This design comes from an exercise in tuning for small area and a short achievable clock period on the open sky130 flow, not from production work.
For this run, only the layout was checked, not whether the RTL still works.
Power figures rest on the tool's default switching activity, not on a simulated workload.

==> flow/design.v <==
module fir_gen (input clk, input reset, input Load_x,
    input signed [7:0] x_in, input signed [7:0] c_in, output signed [7:0] y_out);
reg [7:0] c0, c1, c2;
reg [3:0] xo, xt, xn;
reg [15:0] a2r0;
reg [15:0] a2r1;
reg [16:0] a1r0;
reg [16:0] a1r1;
reg [2:0] yq;
reg [7:0] yg;
reg [7:0] yp;
wire [8:0] xe = {x_in, 1'b0};
wire [3:0] bo, bt, bn;
genvar gi;
generate for (gi = 0; gi < 4; gi = gi + 1) begin : rec
  assign bo[gi] = xe[2*gi+1] ^ xe[2*gi];
  assign bt[gi] = (xe[2*gi+2] & ~xe[2*gi+1] & ~xe[2*gi]) | (~xe[2*gi+2] & xe[2*gi+1] & xe[2*gi]);
  assign bn[gi] = xe[2*gi+2];
end endgenerate
wire [3:0] xon = Load_x ? bo : xo;
wire [3:0] xtn = Load_x ? bt : xt;
wire [3:0] xnn = Load_x ? bn : xn;
wire p1;
wire p2;
wire p3;
wire p4;
wire p5;
wire p6;
wire p7;
wire p8;
wire p9;
wire p10;
wire p11;
wire p12;
wire p13;
wire p14;
wire p15;
wire p16;
wire p17;
wire p18;
wire p19;
wire p20;
wire p21;
wire p22;
wire p23;
wire p24;
wire p25;
wire p26;
wire p27;
wire p28;
wire p29;
wire p30;
wire p31;
wire p32;
wire p33;
wire p34;
wire p35;
wire p36;
wire s37;
wire c38;
wire s39;
wire c40;
wire s41;
wire c42;
wire s43;
wire c44;
wire s45;
wire c46;
wire s47;
wire c48;
wire s49;
wire c50;
wire s51;
wire c52;
wire s53;
wire c54;
wire s55;
wire c56;
wire s57;
wire c58;
wire s59;
wire c60;
wire s61;
wire c62;
wire s63;
wire c64;
wire s65;
wire c66;
wire s67;
wire c68;
wire s69;
wire c70;
wire s71;
wire c72;
wire s73;
wire c74;
wire s75;
wire c76;
wire s77;
wire c78;
wire s79;
wire c80;
wire p81;
wire p82;
wire p83;
wire p84;
wire p85;
wire p86;
wire p87;
wire p88;
wire p89;
wire p90;
wire p91;
wire p92;
wire p93;
wire p94;
wire p95;
wire p96;
wire p97;
wire p98;
wire p99;
wire p100;
wire p101;
wire p102;
wire p103;
wire p104;
wire p105;
wire p106;
wire p107;
wire p108;
wire p109;
wire p110;
wire p111;
wire p112;
wire p113;
wire p114;
wire p115;
wire p116;
wire s117;
wire c118;
wire s119;
wire c120;
wire s121;
wire c122;
wire s123;
wire c124;
wire s125;
wire c126;
wire s127;
wire c128;
wire s129;
wire c130;
wire s131;
wire c132;
wire s133;
wire c134;
wire s135;
wire c136;
wire s137;
wire c138;
wire s139;
wire c140;
wire s141;
wire c142;
wire s143;
wire c144;
wire s145;
wire c146;
wire s147;
wire c148;
wire s149;
wire c150;
wire s151;
wire c152;
wire s153;
wire c154;
wire s155;
wire c156;
wire s157;
wire c158;
wire s159;
wire c160;
wire s161;
wire c162;
wire s163;
wire c164;
wire s165;
wire c166;
wire s167;
wire c168;
wire s169;
wire c170;
wire s171;
wire c172;
wire s173;
wire c174;
wire s175;
wire c176;
wire s177;
wire c178;
wire s179;
wire c180;
wire s181;
wire c182;
wire s183;
wire c184;
wire s185;
wire c186;
wire s187;
wire c188;
wire s189;
wire c190;
wire s191;
wire c192;
wire s193;
wire c194;
wire s195;
wire c196;
wire p197;
wire p198;
wire p199;
wire p200;
wire p201;
wire p202;
wire p203;
wire p204;
wire p205;
wire p206;
wire p207;
wire p208;
wire p209;
wire p210;
wire p211;
wire p212;
wire p213;
wire p214;
wire p215;
wire p216;
wire p217;
wire p218;
wire p219;
wire p220;
wire p221;
wire p222;
wire p223;
wire p224;
wire p225;
wire p226;
wire p227;
wire p228;
wire p229;
wire p230;
wire p231;
wire p232;
wire s233;
wire c234;
wire s235;
wire c236;
wire s237;
wire c238;
wire s239;
wire c240;
wire s241;
wire c242;
wire s243;
wire c244;
wire s245;
wire c246;
wire s247;
wire c248;
wire s249;
wire c250;
wire s251;
wire c252;
wire s253;
wire c254;
wire s255;
wire c256;
wire s257;
wire c258;
wire s259;
wire c260;
wire s261;
wire c262;
wire s263;
wire c264;
wire s265;
wire c266;
wire s267;
wire c268;
wire s269;
wire c270;
wire s271;
wire c272;
wire s273;
wire c274;
wire s275;
wire c276;
wire s277;
wire c278;
wire s279;
wire c280;
wire s281;
wire c282;
wire s283;
wire c284;
wire s285;
wire c286;
wire s287;
wire c288;
wire s289;
wire c290;
wire s291;
wire c292;
wire s293;
wire c294;
wire s295;
wire c296;
wire s297;
wire c298;
wire s299;
wire c300;
wire s301;
wire c302;
wire s303;
wire c304;
wire s305;
wire c306;
wire s307;
wire c308;
wire s309;
wire c310;
wire s311;
wire c312;
wire s313;
wire c314;
wire s315;
wire c316;
wire s317;
wire c318;
wire g319;
wire o320;
wire g321;
wire g322;
wire o323;
wire g324;
wire g325;
wire o326;
wire g327;
wire g328;
wire o329;
wire g330;
wire g331;
wire o332;
wire g333;
wire g334;
wire o335;
wire g336;
wire g337;
wire o338;
wire g339;
wire g340;
wire o341;
wire g342;
wire g343;
wire o344;
wire g345;
wire g346;
wire o347;
wire g348;
wire g349;
wire o350;
wire g351;
wire g352;
wire o353;
wire g354;
wire g355;
wire o356;
wire g357;
wire s358;
wire c359;
wire s360;
wire c361;
wire s362;
wire c363;
wire s364;
wire c365;
wire s366;
wire c367;
wire s368;
wire c369;
wire s370;
wire c371;
wire g372;
wire o373;
wire g374;
wire g375;
wire o376;
wire g377;
wire g378;
wire o379;
wire g380;
wire g381;
wire o382;
wire g383;
wire g384;
wire o385;
wire g386;
wire g387;
wire o388;
wire g389;
wire g390;
wire o391;
wire g392;
wire g393;
wire o394;
wire g395;
wire g396;
wire o397;
wire g398;
wire g399;
wire o400;
wire g401;
wire g402;
wire o403;
wire g404;
wire x405;
wire x406;
wire x407;
wire x408;
wire x409;
wire x410;
wire n411;
wire n412;
wire o413;
wire x414;
wire o415;
wire x416;
wire o417;
wire x418;
wire o419;
wire x420;
wire o421;
wire x422;
wire o423;
wire x424;
wire o425;
wire n426;
wire g427;
wire o428;
wire g429;
wire g430;
wire o431;
wire g432;
wire o433;
wire g434;
wire g435;
wire o436;
wire g437;
wire g438;
wire o439;
wire g440;
wire g441;
wire o442;
wire g443;
wire g444;
wire o445;
wire g446;
wire g447;
wire o448;
wire g449;
wire g450;
wire o451;
wire g452;
wire g453;
wire o454;
wire g455;
wire g456;
wire o457;
wire g458;
wire x459;
wire g460;
wire o461;
wire x462;
wire g463;
wire o464;
wire x465;
wire g466;
wire o467;
wire x468;
wire g469;
wire o470;
wire x471;
wire g472;
wire o473;
wire x474;
wire g475;
wire o476;
wire x477;
wire g478;
wire o479;
wire x480;
assign p1 = (xo[0] & c2[0]) ^ xn[0];
assign p2 = ((xo[0] & c2[1]) | (xt[0] & c2[0])) ^ xn[0];
assign p3 = ((xo[0] & c2[2]) | (xt[0] & c2[1])) ^ xn[0];
assign p4 = ((xo[0] & c2[3]) | (xt[0] & c2[2])) ^ xn[0];
assign p5 = ((xo[0] & c2[4]) | (xt[0] & c2[3])) ^ xn[0];
assign p6 = ((xo[0] & c2[5]) | (xt[0] & c2[4])) ^ xn[0];
assign p7 = ((xo[0] & c2[6]) | (xt[0] & c2[5])) ^ xn[0];
assign p8 = ((xo[0] & c2[7]) | (xt[0] & c2[6])) ^ xn[0];
assign p9 = ~(((xo[0] & c2[7]) | (xt[0] & c2[7])) ^ xn[0]);
assign p10 = (xo[1] & c2[0]) ^ xn[1];
assign p11 = ((xo[1] & c2[1]) | (xt[1] & c2[0])) ^ xn[1];
assign p12 = ((xo[1] & c2[2]) | (xt[1] & c2[1])) ^ xn[1];
assign p13 = ((xo[1] & c2[3]) | (xt[1] & c2[2])) ^ xn[1];
assign p14 = ((xo[1] & c2[4]) | (xt[1] & c2[3])) ^ xn[1];
assign p15 = ((xo[1] & c2[5]) | (xt[1] & c2[4])) ^ xn[1];
assign p16 = ((xo[1] & c2[6]) | (xt[1] & c2[5])) ^ xn[1];
assign p17 = ((xo[1] & c2[7]) | (xt[1] & c2[6])) ^ xn[1];
assign p18 = ~(((xo[1] & c2[7]) | (xt[1] & c2[7])) ^ xn[1]);
assign p19 = (xo[2] & c2[0]) ^ xn[2];
assign p20 = ((xo[2] & c2[1]) | (xt[2] & c2[0])) ^ xn[2];
assign p21 = ((xo[2] & c2[2]) | (xt[2] & c2[1])) ^ xn[2];
assign p22 = ((xo[2] & c2[3]) | (xt[2] & c2[2])) ^ xn[2];
assign p23 = ((xo[2] & c2[4]) | (xt[2] & c2[3])) ^ xn[2];
assign p24 = ((xo[2] & c2[5]) | (xt[2] & c2[4])) ^ xn[2];
assign p25 = ((xo[2] & c2[6]) | (xt[2] & c2[5])) ^ xn[2];
assign p26 = ((xo[2] & c2[7]) | (xt[2] & c2[6])) ^ xn[2];
assign p27 = ~(((xo[2] & c2[7]) | (xt[2] & c2[7])) ^ xn[2]);
assign p28 = (xo[3] & c2[0]) ^ xn[3];
assign p29 = ((xo[3] & c2[1]) | (xt[3] & c2[0])) ^ xn[3];
assign p30 = ((xo[3] & c2[2]) | (xt[3] & c2[1])) ^ xn[3];
assign p31 = ((xo[3] & c2[3]) | (xt[3] & c2[2])) ^ xn[3];
assign p32 = ((xo[3] & c2[4]) | (xt[3] & c2[3])) ^ xn[3];
assign p33 = ((xo[3] & c2[5]) | (xt[3] & c2[4])) ^ xn[3];
assign p34 = ((xo[3] & c2[6]) | (xt[3] & c2[5])) ^ xn[3];
assign p35 = ((xo[3] & c2[7]) | (xt[3] & c2[6])) ^ xn[3];
assign p36 = ~(((xo[3] & c2[7]) | (xt[3] & c2[7])) ^ xn[3]);
fa_cell us37 (.a(xn[1]), .b(p3), .c(p10), .s(s37), .co(c38));
fa_cell us39 (.a(xn[2]), .b(p5), .c(p12), .s(s39), .co(c40));
fa_cell us41 (.a(p6), .b(p13), .c(p20), .s(s41), .co(c42));
fa_cell us43 (.a(xn[3]), .b(p7), .c(p14), .s(s43), .co(c44));
fa_cell us45 (.a(p8), .b(p15), .c(p22), .s(s45), .co(c46));
assign s47 = ~(p9 ^ p16);
assign c48 = p9 | p16;
fa_cell us49 (.a(p17), .b(p24), .c(p31), .s(s49), .co(c50));
fa_cell us51 (.a(p18), .b(p25), .c(p32), .s(s51), .co(c52));
fa_cell us53 (.a(p4), .b(p11), .c(c38), .s(s53), .co(c54));
fa_cell us55 (.a(p21), .b(p28), .c(c42), .s(s55), .co(c56));
fa_cell us57 (.a(p29), .b(c44), .c(s45), .s(s57), .co(c58));
fa_cell us59 (.a(p23), .b(p30), .c(s47), .s(s59), .co(c60));
fa_cell us61 (.a(p26), .b(p33), .c(c52), .s(s61), .co(c62));
fa_cell us63 (.a(xn[0]), .b(p1), .c(xnn[0]), .s(s63), .co(c64));
fa_cell us65 (.a(p19), .b(s39), .c(xnn[2]), .s(s65), .co(c66));
fa_cell us67 (.a(s43), .b(xnn[3]), .c(s55), .s(s67), .co(c68));
fa_cell us69 (.a(c46), .b(s59), .c(c58), .s(s69), .co(c70));
fa_cell us71 (.a(c48), .b(s49), .c(c60), .s(s71), .co(c72));
fa_cell us73 (.a(p27), .b(p34), .c(c62), .s(s73), .co(c74));
fa_cell us75 (.a(c40), .b(s41), .c(c66), .s(s75), .co(c76));
fa_cell us77 (.a(c56), .b(s57), .c(c68), .s(s77), .co(c78));
fa_cell us79 (.a(c50), .b(s51), .c(c72), .s(s79), .co(c80));
assign p81 = (xo[0] & c1[0]) ^ xn[0];
assign p82 = ((xo[0] & c1[1]) | (xt[0] & c1[0])) ^ xn[0];
assign p83 = ((xo[0] & c1[2]) | (xt[0] & c1[1])) ^ xn[0];
assign p84 = ((xo[0] & c1[3]) | (xt[0] & c1[2])) ^ xn[0];
assign p85 = ((xo[0] & c1[4]) | (xt[0] & c1[3])) ^ xn[0];
assign p86 = ((xo[0] & c1[5]) | (xt[0] & c1[4])) ^ xn[0];
assign p87 = ((xo[0] & c1[6]) | (xt[0] & c1[5])) ^ xn[0];
assign p88 = ((xo[0] & c1[7]) | (xt[0] & c1[6])) ^ xn[0];
assign p89 = ~(((xo[0] & c1[7]) | (xt[0] & c1[7])) ^ xn[0]);
assign p90 = (xo[1] & c1[0]) ^ xn[1];
assign p91 = ((xo[1] & c1[1]) | (xt[1] & c1[0])) ^ xn[1];
assign p92 = ((xo[1] & c1[2]) | (xt[1] & c1[1])) ^ xn[1];
assign p93 = ((xo[1] & c1[3]) | (xt[1] & c1[2])) ^ xn[1];
assign p94 = ((xo[1] & c1[4]) | (xt[1] & c1[3])) ^ xn[1];
assign p95 = ((xo[1] & c1[5]) | (xt[1] & c1[4])) ^ xn[1];
assign p96 = ((xo[1] & c1[6]) | (xt[1] & c1[5])) ^ xn[1];
assign p97 = ((xo[1] & c1[7]) | (xt[1] & c1[6])) ^ xn[1];
assign p98 = ~(((xo[1] & c1[7]) | (xt[1] & c1[7])) ^ xn[1]);
assign p99 = (xo[2] & c1[0]) ^ xn[2];
assign p100 = ((xo[2] & c1[1]) | (xt[2] & c1[0])) ^ xn[2];
assign p101 = ((xo[2] & c1[2]) | (xt[2] & c1[1])) ^ xn[2];
assign p102 = ((xo[2] & c1[3]) | (xt[2] & c1[2])) ^ xn[2];
assign p103 = ((xo[2] & c1[4]) | (xt[2] & c1[3])) ^ xn[2];
assign p104 = ((xo[2] & c1[5]) | (xt[2] & c1[4])) ^ xn[2];
assign p105 = ((xo[2] & c1[6]) | (xt[2] & c1[5])) ^ xn[2];
assign p106 = ((xo[2] & c1[7]) | (xt[2] & c1[6])) ^ xn[2];
assign p107 = ~(((xo[2] & c1[7]) | (xt[2] & c1[7])) ^ xn[2]);
assign p108 = (xo[3] & c1[0]) ^ xn[3];
assign p109 = ((xo[3] & c1[1]) | (xt[3] & c1[0])) ^ xn[3];
assign p110 = ((xo[3] & c1[2]) | (xt[3] & c1[1])) ^ xn[3];
assign p111 = ((xo[3] & c1[3]) | (xt[3] & c1[2])) ^ xn[3];
assign p112 = ((xo[3] & c1[4]) | (xt[3] & c1[3])) ^ xn[3];
assign p113 = ((xo[3] & c1[5]) | (xt[3] & c1[4])) ^ xn[3];
assign p114 = ((xo[3] & c1[6]) | (xt[3] & c1[5])) ^ xn[3];
assign p115 = ((xo[3] & c1[7]) | (xt[3] & c1[6])) ^ xn[3];
assign p116 = ~(((xo[3] & c1[7]) | (xt[3] & c1[7])) ^ xn[3]);
ha_cell us117 (.a(a2r0[6]), .b(a2r1[6]), .s(s117), .co(c118));
fa_cell us119 (.a(a2r0[1]), .b(a2r1[1]), .c(p82), .s(s119), .co(c120));
fa_cell us121 (.a(a2r0[2]), .b(a2r1[2]), .c(p83), .s(s121), .co(c122));
fa_cell us123 (.a(a2r0[3]), .b(p84), .c(p91), .s(s123), .co(c124));
fa_cell us125 (.a(a2r0[4]), .b(a2r1[4]), .c(p85), .s(s125), .co(c126));
fa_cell us127 (.a(a2r0[5]), .b(p86), .c(p93), .s(s127), .co(c128));
fa_cell us129 (.a(s117), .b(p87), .c(p94), .s(s129), .co(c130));
fa_cell us131 (.a(a2r0[7]), .b(c118), .c(p88), .s(s131), .co(c132));
fa_cell us133 (.a(p95), .b(p102), .c(p109), .s(s133), .co(c134));
fa_cell us135 (.a(a2r0[8]), .b(a2r1[8]), .c(p89), .s(s135), .co(c136));
fa_cell us137 (.a(p96), .b(p103), .c(p110), .s(s137), .co(c138));
fa_cell us139 (.a(a2r0[9]), .b(a2r1[9]), .c(p97), .s(s139), .co(c140));
fa_cell us141 (.a(a2r0[10]), .b(p98), .c(p105), .s(s141), .co(c142));
fa_cell us143 (.a(a2r0[11]), .b(a2r1[11]), .c(p106), .s(s143), .co(c144));
fa_cell us145 (.a(a2r0[12]), .b(p107), .c(p114), .s(s145), .co(c146));
fa_cell us147 (.a(a2r0[13]), .b(a2r1[13]), .c(p115), .s(s147), .co(c148));
fa_cell us149 (.a(p90), .b(c120), .c(s121), .s(s149), .co(c150));
fa_cell us151 (.a(p92), .b(p99), .c(c124), .s(s151), .co(c152));
fa_cell us153 (.a(p100), .b(c126), .c(s127), .s(s153), .co(c154));
fa_cell us155 (.a(p101), .b(p108), .c(c128), .s(s155), .co(c156));
fa_cell us157 (.a(c130), .b(s131), .c(s133), .s(s157), .co(c158));
fa_cell us159 (.a(c132), .b(c134), .c(s135), .s(s159), .co(c160));
fa_cell us161 (.a(p104), .b(p111), .c(c136), .s(s161), .co(c162));
fa_cell us163 (.a(p112), .b(c140), .c(s141), .s(s163), .co(c164));
fa_cell us165 (.a(p113), .b(c142), .c(s143), .s(s165), .co(c166));
fa_cell us167 (.a(a2r0[14]), .b(p116), .c(c148), .s(s167), .co(c168));
fa_cell us169 (.a(a2r0[0]), .b(p81), .c(xnn[0]), .s(s169), .co(c170));
fa_cell us171 (.a(c122), .b(s123), .c(c150), .s(s171), .co(c172));
fa_cell us173 (.a(s125), .b(xnn[2]), .c(s151), .s(s173), .co(c174));
fa_cell us175 (.a(s129), .b(xnn[3]), .c(c154), .s(s175), .co(c176));
fa_cell us177 (.a(s137), .b(c158), .c(s159), .s(s177), .co(c178));
fa_cell us179 (.a(c138), .b(s139), .c(c160), .s(s179), .co(c180));
fa_cell us181 (.a(c144), .b(s145), .c(c166), .s(s181), .co(c182));
fa_cell us183 (.a(c152), .b(s153), .c(c174), .s(s183), .co(c184));
fa_cell us185 (.a(c156), .b(s157), .c(c176), .s(s185), .co(c186));
fa_cell us187 (.a(s161), .b(c178), .c(s179), .s(s187), .co(c188));
fa_cell us189 (.a(c162), .b(s163), .c(c180), .s(s189), .co(c190));
fa_cell us191 (.a(c146), .b(s147), .c(c182), .s(s191), .co(c192));
fa_cell us193 (.a(s155), .b(s175), .c(c184), .s(s193), .co(c194));
fa_cell us195 (.a(c164), .b(s165), .c(c190), .s(s195), .co(c196));
assign p197 = (xo[0] & c0[0]) ^ xn[0];
assign p198 = ((xo[0] & c0[1]) | (xt[0] & c0[0])) ^ xn[0];
assign p199 = ((xo[0] & c0[2]) | (xt[0] & c0[1])) ^ xn[0];
assign p200 = ((xo[0] & c0[3]) | (xt[0] & c0[2])) ^ xn[0];
assign p201 = ((xo[0] & c0[4]) | (xt[0] & c0[3])) ^ xn[0];
assign p202 = ((xo[0] & c0[5]) | (xt[0] & c0[4])) ^ xn[0];
assign p203 = ((xo[0] & c0[6]) | (xt[0] & c0[5])) ^ xn[0];
assign p204 = ((xo[0] & c0[7]) | (xt[0] & c0[6])) ^ xn[0];
assign p205 = ~(((xo[0] & c0[7]) | (xt[0] & c0[7])) ^ xn[0]);
assign p206 = (xo[1] & c0[0]) ^ xn[1];
assign p207 = ((xo[1] & c0[1]) | (xt[1] & c0[0])) ^ xn[1];
assign p208 = ((xo[1] & c0[2]) | (xt[1] & c0[1])) ^ xn[1];
assign p209 = ((xo[1] & c0[3]) | (xt[1] & c0[2])) ^ xn[1];
assign p210 = ((xo[1] & c0[4]) | (xt[1] & c0[3])) ^ xn[1];
assign p211 = ((xo[1] & c0[5]) | (xt[1] & c0[4])) ^ xn[1];
assign p212 = ((xo[1] & c0[6]) | (xt[1] & c0[5])) ^ xn[1];
assign p213 = ((xo[1] & c0[7]) | (xt[1] & c0[6])) ^ xn[1];
assign p214 = ~(((xo[1] & c0[7]) | (xt[1] & c0[7])) ^ xn[1]);
assign p215 = (xo[2] & c0[0]) ^ xn[2];
assign p216 = ((xo[2] & c0[1]) | (xt[2] & c0[0])) ^ xn[2];
assign p217 = ((xo[2] & c0[2]) | (xt[2] & c0[1])) ^ xn[2];
assign p218 = ((xo[2] & c0[3]) | (xt[2] & c0[2])) ^ xn[2];
assign p219 = ((xo[2] & c0[4]) | (xt[2] & c0[3])) ^ xn[2];
assign p220 = ((xo[2] & c0[5]) | (xt[2] & c0[4])) ^ xn[2];
assign p221 = ((xo[2] & c0[6]) | (xt[2] & c0[5])) ^ xn[2];
assign p222 = ((xo[2] & c0[7]) | (xt[2] & c0[6])) ^ xn[2];
assign p223 = ~(((xo[2] & c0[7]) | (xt[2] & c0[7])) ^ xn[2]);
assign p224 = (xo[3] & c0[0]) ^ xn[3];
assign p225 = ((xo[3] & c0[1]) | (xt[3] & c0[0])) ^ xn[3];
assign p226 = ((xo[3] & c0[2]) | (xt[3] & c0[1])) ^ xn[3];
assign p227 = ((xo[3] & c0[3]) | (xt[3] & c0[2])) ^ xn[3];
assign p228 = ((xo[3] & c0[4]) | (xt[3] & c0[3])) ^ xn[3];
assign p229 = ((xo[3] & c0[5]) | (xt[3] & c0[4])) ^ xn[3];
assign p230 = ((xo[3] & c0[6]) | (xt[3] & c0[5])) ^ xn[3];
assign p231 = ((xo[3] & c0[7]) | (xt[3] & c0[6])) ^ xn[3];
assign p232 = ~(((xo[3] & c0[7]) | (xt[3] & c0[7])) ^ xn[3]);
ha_cell us233 (.a(a1r0[4]), .b(a1r1[4]), .s(s233), .co(c234));
ha_cell us235 (.a(a1r0[5]), .b(p202), .s(s235), .co(c236));
fa_cell us237 (.a(a1r0[6]), .b(p203), .c(p210), .s(s237), .co(c238));
fa_cell us239 (.a(a1r0[7]), .b(a1r1[7]), .c(p204), .s(s239), .co(c240));
ha_cell us241 (.a(p211), .b(p218), .s(s241), .co(c242));
fa_cell us243 (.a(a1r0[8]), .b(a1r1[8]), .c(p205), .s(s243), .co(c244));
fa_cell us245 (.a(p212), .b(p219), .c(p226), .s(s245), .co(c246));
fa_cell us247 (.a(a1r0[9]), .b(p213), .c(p220), .s(s247), .co(c248));
fa_cell us249 (.a(a1r0[10]), .b(a1r1[10]), .c(p214), .s(s249), .co(c250));
ha_cell us251 (.a(a1r0[2]), .b(a1r1[2]), .s(s251), .co(c252));
ha_cell us253 (.a(a1r0[3]), .b(p200), .s(s253), .co(c254));
fa_cell us255 (.a(s233), .b(p201), .c(p208), .s(s255), .co(c256));
fa_cell us257 (.a(c234), .b(p209), .c(p216), .s(s257), .co(c258));
fa_cell us259 (.a(p217), .b(p224), .c(c236), .s(s259), .co(c260));
fa_cell us261 (.a(p225), .b(s241), .c(c238), .s(s261), .co(c262));
fa_cell us263 (.a(c242), .b(c240), .c(s243), .s(s263), .co(c264));
fa_cell us265 (.a(p227), .b(c244), .c(c246), .s(s265), .co(c266));
fa_cell us267 (.a(p221), .b(p228), .c(c248), .s(s267), .co(c268));
fa_cell us269 (.a(a1r0[11]), .b(p222), .c(p229), .s(s269), .co(c270));
fa_cell us271 (.a(a1r0[12]), .b(a1r1[12]), .c(p223), .s(s271), .co(c272));
ha_cell us273 (.a(a1r0[1]), .b(a1r1[1]), .s(s273), .co(c274));
fa_cell us275 (.a(s251), .b(p199), .c(p206), .s(s275), .co(c276));
fa_cell us277 (.a(c252), .b(p207), .c(s253), .s(s277), .co(c278));
fa_cell us279 (.a(p215), .b(c254), .c(s255), .s(s279), .co(c280));
fa_cell us281 (.a(s235), .b(c256), .c(s257), .s(s281), .co(c282));
fa_cell us283 (.a(c258), .b(s237), .c(s259), .s(s283), .co(c284));
fa_cell us285 (.a(s239), .b(c260), .c(s261), .s(s285), .co(c286));
fa_cell us287 (.a(s245), .b(c262), .c(s263), .s(s287), .co(c288));
fa_cell us289 (.a(s247), .b(c264), .c(s265), .s(s289), .co(c290));
fa_cell us291 (.a(s249), .b(c266), .c(s267), .s(s291), .co(c292));
fa_cell us293 (.a(c250), .b(s269), .c(c268), .s(s293), .co(c294));
fa_cell us295 (.a(p230), .b(c270), .c(s271), .s(s295), .co(c296));
fa_cell us297 (.a(a1r0[13]), .b(p231), .c(c272), .s(s297), .co(c298));
fa_cell us299 (.a(a1r0[14]), .b(a1r1[14]), .c(p232), .s(s299), .co(c300));
ha_cell us301 (.a(a1r0[0]), .b(p197), .s(s301), .co(c302));
ha_cell us303 (.a(p198), .b(s273), .s(s303), .co(c304));
ha_cell us305 (.a(c274), .b(s275), .s(s305), .co(c306));
ha_cell us307 (.a(c276), .b(s277), .s(s307), .co(c308));
ha_cell us309 (.a(c278), .b(s279), .s(s309), .co(c310));
ha_cell us311 (.a(c280), .b(s281), .s(s311), .co(c312));
ha_cell us313 (.a(c282), .b(s283), .s(s313), .co(c314));
ha_cell us315 (.a(c284), .b(s285), .s(s315), .co(c316));
ha_cell us317 (.a(c286), .b(s287), .s(s317), .co(c318));
assign g319 = s303 & c302;
assign o320 = c304 | g319;
assign g321 = s303 & s301;
assign g322 = s307 & c306;
assign o323 = c308 | g322;
assign g324 = s307 & s305;
assign g325 = s311 & c310;
assign o326 = c312 | g325;
assign g327 = s311 & s309;
assign g328 = s315 & c314;
assign o329 = c316 | g328;
assign g330 = s315 & s313;
assign g331 = s305 & o320;
assign o332 = c306 | g331;
assign g333 = s305 & g321;
assign g334 = g324 & o320;
assign o335 = o323 | g334;
assign g336 = g324 & g321;
assign g337 = s313 & o326;
assign o338 = c314 | g337;
assign g339 = s313 & g327;
assign g340 = g330 & o326;
assign o341 = o329 | g340;
assign g342 = g330 & g327;
assign g343 = s309 & o335;
assign o344 = c310 | g343;
assign g345 = s309 & g336;
assign g346 = g327 & o335;
assign o347 = o326 | g346;
assign g348 = g327 & g336;
assign g349 = g339 & o335;
assign o350 = o338 | g349;
assign g351 = g339 & g336;
assign g352 = g342 & o335;
assign o353 = o341 | g352;
assign g354 = g342 & g336;
assign g355 = s317 & o353;
assign o356 = c318 | g355;
assign g357 = s317 & g354;
ha_cell us358 (.a(c288), .b(s289), .s(s358), .co(c359));
ha_cell us360 (.a(c290), .b(s291), .s(s360), .co(c361));
ha_cell us362 (.a(c292), .b(s293), .s(s362), .co(c363));
ha_cell us364 (.a(c294), .b(s295), .s(s364), .co(c365));
ha_cell us366 (.a(c296), .b(s297), .s(s366), .co(c367));
ha_cell us368 (.a(c298), .b(s299), .s(s368), .co(c369));
ha_cell us370 (.a(a1r0[15]), .b(c300), .s(s370), .co(c371));
assign g372 = s360 & c359;
assign o373 = c361 | g372;
assign g374 = s360 & s358;
assign g375 = s364 & c363;
assign o376 = c365 | g375;
assign g377 = s364 & s362;
assign g378 = s368 & c367;
assign o379 = c369 | g378;
assign g380 = s368 & s366;
assign g381 = s362 & o373;
assign o382 = c363 | g381;
assign g383 = s362 & g374;
assign g384 = g377 & o373;
assign o385 = o376 | g384;
assign g386 = g377 & g374;
assign g387 = s370 & o379;
assign o388 = c371 | g387;
assign g389 = s370 & g380;
assign g390 = s370 & o379;
assign o391 = c371 | g390;
assign g392 = s370 & g380;
assign g393 = s366 & o385;
assign o394 = c367 | g393;
assign g395 = s366 & g386;
assign g396 = g380 & o385;
assign o397 = o379 | g396;
assign g398 = g380 & g386;
assign g399 = g389 & o385;
assign o400 = o388 | g399;
assign g401 = g389 & g386;
assign g402 = g392 & o385;
assign o403 = o391 | g402;
assign g404 = g392 & g386;
assign x405 = s360 ^ c359;
assign x406 = s362 ^ o373;
assign x407 = s364 ^ o382;
assign x408 = s366 ^ o385;
assign x409 = s368 ^ o394;
assign x410 = s370 ^ o397;
assign n411 = ~o400;
assign n412 = ~s358;
assign o413 = c359 | s358;
assign x414 = s360 ^ o413;
assign o415 = o373 | g374;
assign x416 = s362 ^ o415;
assign o417 = o382 | g383;
assign x418 = s364 ^ o417;
assign o419 = o385 | g386;
assign x420 = s366 ^ o419;
assign o421 = o394 | g395;
assign x422 = s368 ^ o421;
assign o423 = o397 | g398;
assign x424 = s370 ^ o423;
assign o425 = o400 | g401;
assign n426 = ~o425;
assign g427 = s317 & c316;
assign o428 = c318 | g427;
assign g429 = s317 & s315;
assign g430 = yq[2] & yq[0];
assign o431 = yq[1] | g430;
assign g432 = yp[1] & yg[0];
assign o433 = yg[1] | g432;
assign g434 = yp[1] & yp[0];
assign g435 = yp[3] & yg[2];
assign o436 = yg[3] | g435;
assign g437 = yp[3] & yp[2];
assign g438 = yp[5] & yg[4];
assign o439 = yg[5] | g438;
assign g440 = yp[5] & yp[4];
assign g441 = yp[2] & o433;
assign o442 = yg[2] | g441;
assign g443 = yp[2] & g434;
assign g444 = g437 & o433;
assign o445 = o436 | g444;
assign g446 = g437 & g434;
assign g447 = yp[6] & o439;
assign o448 = yg[6] | g447;
assign g449 = yp[6] & g440;
assign g450 = yp[4] & o445;
assign o451 = yg[4] | g450;
assign g452 = yp[4] & g446;
assign g453 = g440 & o445;
assign o454 = o439 | g453;
assign g455 = g440 & g446;
assign g456 = g449 & o445;
assign o457 = o448 | g456;
assign g458 = g449 & g446;
assign x459 = yp[0] ^ o431;
assign g460 = yp[0] & o431;
assign o461 = yg[0] | g460;
assign x462 = yp[1] ^ o461;
assign g463 = g434 & o431;
assign o464 = o433 | g463;
assign x465 = yp[2] ^ o464;
assign g466 = g443 & o431;
assign o467 = o442 | g466;
assign x468 = yp[3] ^ o467;
assign g469 = g446 & o431;
assign o470 = o445 | g469;
assign x471 = yp[4] ^ o470;
assign g472 = g452 & o431;
assign o473 = o451 | g472;
assign x474 = yp[5] ^ o473;
assign g475 = g455 & o431;
assign o476 = o454 | g475;
assign x477 = yp[6] ^ o476;
assign g478 = g458 & o431;
assign o479 = o457 | g478;
assign x480 = yp[7] ^ o479;
always @(posedge clk or posedge reset)
  if (reset) begin
    xo <= 4'd0; xt <= 4'd0; xn <= 4'd0; c0 <= 8'd0; c1 <= 8'd0; c2 <= 8'd0;
    a2r0 <= 16'd22016; a2r1 <= 16'd0; a1r0 <= 17'd43776; a1r1 <= 17'd0; yq <= 3'd0; yg <= 8'd0; yp <= 8'd0;
  end else begin
    xo <= xon; xt <= xtn; xn <= xnn;
    if (!Load_x) begin c2 <= c_in; c1 <= c2; c0 <= c1; end
    a2r0 <= {1'b0,p36,p35,s73,c80,s79,s71,c78,s77,c76,s75,c54,s53,s37,p2,s63};
    a2r1 <= {1'b0,1'b0,c74,1'b0,s61,1'b0,c70,s69,1'b0,s67,1'b0,s65,1'b0,xnn[1],c64,1'b0};
    a1r0 <= {1'b0,c168,s167,s191,c196,s195,c188,s187,s177,c194,s193,s183,c172,s171,xnn[1],s119,s169};
    a1r1 <= {1'b0,1'b0,c192,1'b0,s181,1'b0,s189,1'b0,c186,s185,1'b0,1'b0,s173,1'b0,s149,c170,1'b0};
    yq <= {g429,o428,o350};
    yg <= {1'b0,c371,c369,c367,c365,c363,c361,c359};
    yp <= {1'b1,s370,s368,s366,s364,s362,s360,s358};
  end
assign y_out = {x480,x477,x474,x471,x468,x465,x462,x459};
endmodule
module fa_cell (input a, input b, input c, output s, output co);
assign {co, s} = a + b + c;
endmodule
module ha_cell (input a, input b, output s, output co);
assign {co, s} = a + b;
endmodule
==> flow/flow/run.sh <==
#!/bin/bash
# Own layout flow: the standard flow (standard.sh), with two changes after synthesis:
#  - the input and output port buffers are buf_1 cells (buffer_ports -buffer_cell)
#  - clock tree synthesis without dummy loads
# Each step's full output goes to its own log file in this folder.
set -euo pipefail
bash standard.sh synth > synth.log 2>&1
export BUFFER_PORTS_ARGS="-buffer_cell sky130_fd_sc_hd__buf_1"
export CTS_ARGS="-sink_clustering_enable -repair_clock_nets -dont_use_dummy_load"
bash standard.sh floorplan > floorplan.log 2>&1
bash standard.sh place > place.log 2>&1
bash standard.sh cts > cts.log 2>&1
bash standard.sh route > route.log 2>&1
bash standard.sh finish > finish.log 2>&1
test -f out/final.def
==> flow/standard.sh <==
#!/bin/bash
# synth_recipe.tcl (not shown) runs the flow's synth.tcl, then flattens the netlist and writes it again
# the make line also repeats each setting of config.mk as NAME=value (left out here)
make -C /OpenROAD-flow-scripts/flow DESIGN_CONFIG=/design/flow/config.mk WORK_HOME=/design/flow/orfs CLKGATE_MAP_FILE= SYNTH_SCRIPT=/design/flow/synth_recipe.tcl "${@:-finish}"
==> flow/config.mk <==
export PLATFORM = sky130hd
export DESIGN_NAME = fir_gen
export DESIGN_NICKNAME = fir_gen
export VERILOG_FILES = /design/flow/design.v
export SDC_FILE = /design/flow/constraint.sdc
export NUM_CORES = 4
export LEC_CHECK = 0
export CAP_MARGIN = 20
export CORE_MARGIN = 2
export CORE_UTILIZATION = 50
export SETUP_SLACK_MARGIN = 2.5
export SLEW_MARGIN = 20
export SYNTH_HIERARCHICAL = 1
export SYNTH_MINIMUM_KEEP_SIZE = 0
==> flow/constraint.sdc <==
create_clock -name core_clock -period 5.5 [get_ports {clk}]
set_input_delay 1.1000 -clock core_clock [delete_from_list [all_inputs] [get_ports {clk}]]
set_output_delay 1.1000 -clock core_clock [all_outputs]
set_load 0.01 [all_outputs]
==> notes.md <==
[state kept, by name, summed over array words and instances, names as in the netlist, 4 cells and up]
signal / cells
a1r0: 15
a2r0: 15
a1r1: 8
c0: 8
c1: 8
c2: 8
yp: 8
a2r1: 7
yg: 7
xn: 4
xo: 4
xt: 4
[power groups by stage]
stage / clock, W / sequential, W / combinational (W)
finish: 0.000537 / 0.00136 / 0.00297
global route: 0.000586 / 0.00140 / 0.00348
CTS: 0.000552 / 0.00137 / 0.00288
detailed placement: 0 / 0.00138 / 0.00282
global placement: 0 / 0.00138 / 0.00267
floorplan: 0 / 0.00123 / 0.00236
[cells in the final DEF, fill, tap and decap left out, types with 9 or more instances in the layout]
| cell type | instances |
|---|---|
| clkbuf_16 | 9 |
| a21oi_1 | 12 |
| a22oi_1 | 75 |
| buf_1 | 24 |
| buf_4 | 39 |
| o21ai_0 | 12 |
| nor2_1 | 13 |
| fa_2 | 14 |
| fa_1 | 74 |
| nand2_1 | 17 |
| xor2_1 | 12 |
| dfstp_2 | 9 |
| xnor2_1 | 98 |
| mux2_2 | 29 |
| dfrtp_1 | 73 |
| ha_1 | 24 |
| dfrtp_2 | 11 |
| a22oi_2 | 9 |
[final timing paths]
| path | endpoint | cells past startpoint |
|---|---|---|
| max in group asynchronous | xo[0] | 3 |
| min reg2reg | a1r0[1] | 1 |
| max | a1r0[11] | 8 |
| min in group asynchronous | a2r0[13] | 2 |
| min | a1r0[1] | 1 |
| max reg2reg | a1r0[11] | 8 |
[Yosys stat by module (local to each module, per instance)]
module	flip-flops and latches	area, µm²
ha_cell	0	12.51
fir_gen	99	5275
fa_cell	0	20.02
[critical path, cell delays in order (launching register included)]
cell     delay (ns)
dfrtp_4        0.54
buf_6          0.16
a22oi_2        0.15
xnor2_1        0.10
fa_2           0.36
fa_2           0.40
fa_2           0.34
fa_1           0.38
fa_1           0.49
[cell type report]
class / instances / share of cell area
multi-input combinational: 427 / 0.5673
sequential: 99 / 0.3060
tap: 184 / 0.02790
clock buffer: 9 / 0.02730
timing repair buffer: 76 / 0.06824
inverter: 6 / 0.003185
[timing repair]
item                       CTS  global route
hold endpoints to repair     0             0
resized for setup           29            44
setup endpoints to repair   29            15
setup buffers               13            23
pin swaps                    1            16
[cell families after synthesis]
logic type / synth area share
adders and majority gates: 0.2832
buffers and inverters: 0.04578
other: 0.0005120
and+or+nand+nor: 0.02819
DFF: 0.3398
AOI/OAI and AO/OA: 0.1189
muxes: 0.04612
xor gates and xnor gates: 0.1375
[stage by stage]
step	instances	setup WS [ns]
floorplan	602	2.430
global placement	755	1.979
detailed placement	755	1.972
CTS	777	2.446
global route	801	2.435
finish	801	2.514
[layer usage]
metal / global-route usage / vias up
met1: 0.2933 / 2442
met3: 0.03338 / 19
li1: - / 2065
met4: 0.06536 / 0
met2: 0.3497 / 104
met5: 0 / -
==> reports/qor.txt <==
Synthesis Warnings: 7
Nets: 751
Register area share after synthesis: 0.3398
Clk slew on worst S/H paths: 0.07 ns
Worst VDD drop: 0.2471 mV
Core Rows: 44
Top cell type's share of synthesized area: 0.3075
Cells after synthesis: 602
Total power: 0.004865 W
IO Count: 27
Post-Syn Area: 7325 µm²
Most instantiated cells after synthesis: xnor2_1, dfrtp_1, fa_1, a22oi_1, clkbuf_1
Avg Vias per Cell: 5.780
Register area: 2525 µm²
Area growth syn-to-layout: 12.64%
Power Dens Cells: 589.6 nW/µm²
GRT Residual Overflow: 0
Syn Nets: 734
Avg WL per Cell: 19.88 µm
Worst slew margin: 0.5323
Hold WS: 0.5380 ns
Critical Path AT: 3.27 ns
Htree depth: 3
Setup crit end kind: flop
Final Wtd Congestion: 0.7804
First-pass GRT wire length: 25,990 µm
Die Ht: 125.0 µm
Clock tree sinks: 99
Internal power: 0.002898 W
Initial DRC count: 293
Met3 WL: 622 µm
Net Sw Frac: 0.4043
Final Util: 0.5720
Drt first pass iters: 5
Register-to-register setup slack: 2.51 ns
Clock insertion delay at the later pin of the skew report: 0.35 ns
Min-delay src: a2r1[1]
Fillers: 1,213
Hold WC Path Type: reg -> reg
DIE AREA: 15,630 µm²
Reg-to-Reg Start: xo[0]
Final Skew: 0.01349 ns
DR vias: 4,630
Port Buffers: 26
Multi-input gate area: 4681 µm²
Synth top area cells: dfrtp_1, fa_1, xnor2_1, a22oi_1, mux2_2
Worst EP required: 5.79 ns
Pleak: 3.242 nW
Mean Syn Cell Area: 12.17 µm²
NetSw: 0.001967 W
WL final: 15,920 µm
Layout cell share with drive strength beyond 1: 0.2512
Sequential share of power: 0.280
Main synth FF type: dfrtp_1
Final instance area: 8250 µm²
Startpoint Class: flop
Met2 routed WL: 7998 µm
Slew at the pin with the worst max-slew slack: 0.7016 ns
Largest area contributor in the netlist: dfrtp_1
Initial antenna violation count: 0
Crit-path max FO: 6
Slew Limit Fails: 0
Inserted Diodes: 0
RSZ-0062 raised after global routing: yes
Area post-placement: 7463 µm²
EDFF count, synth: 0
CTS max path bufs: 2
Min Tclk post-route: 2.986 ns
DR top layer: met4
Outcome: complete, no violations
CTS buffer count: 9
Met1 wire length: 6976 µm
Max-Cap Viols: 0
CP startpoint: xo[0]
Peak Freq: 334.9 MHz
Post-CTS Hold Fix Bufs: 0
Clock power frac: 0.110
Comb pwr share: 0.610
Crit share post-route: 0.5428
Count leader, synth: xnor2_1
Number of global-route vias before repair: 4,957
DRT antenna net count: 0
Chip width: 125.0 µm
Synth unique cells: 36
Hold violation count in the final report: 0
Total negative setup slack: 0 ns
Total track usage: 0.2123
DP Wirelength: 10,480 µm
Setup Crit Path Kind: reg -> reg
Endpoints failing setup: 0
Core Region: 14,420 µm²
CTS tree: done
Initial Util: 0.5078
Yosys reg bits: 99
Async S/R FF share, synth: 1.000
Largest net degree at the start of global routing: 56
CTS root buf: clkbuf_16
DR DRC count: 0

[afterwards: timing with drivers on the ports]
Ports are ideal in the flow. The routed layout listed here was re-timed in OpenROAD. Step 1 sets driving cells, clkbuf_16 on the clock port and buf_2 on the other inputs (assumed; they add their load-dependent delay and slew). Step 2 also shifts input and output timing later by t, the mid clock arrival at the registers, as if the neighbouring blocks saw the same clock. Slacks: ideal ports / drivers / drivers and shift; pairs: ideal ports / drivers.
shift t [ns]: 0.384
setup slack, ns: 2.514 / 2.514 / 2.264
slew at the worst register clock pin (ns): 0.07 / 0.07
After both steps setup and hold are still met in this run. For this run, drivers alone change the setup slack by 0.000 ns; drivers and shift together by -0.250 ns.
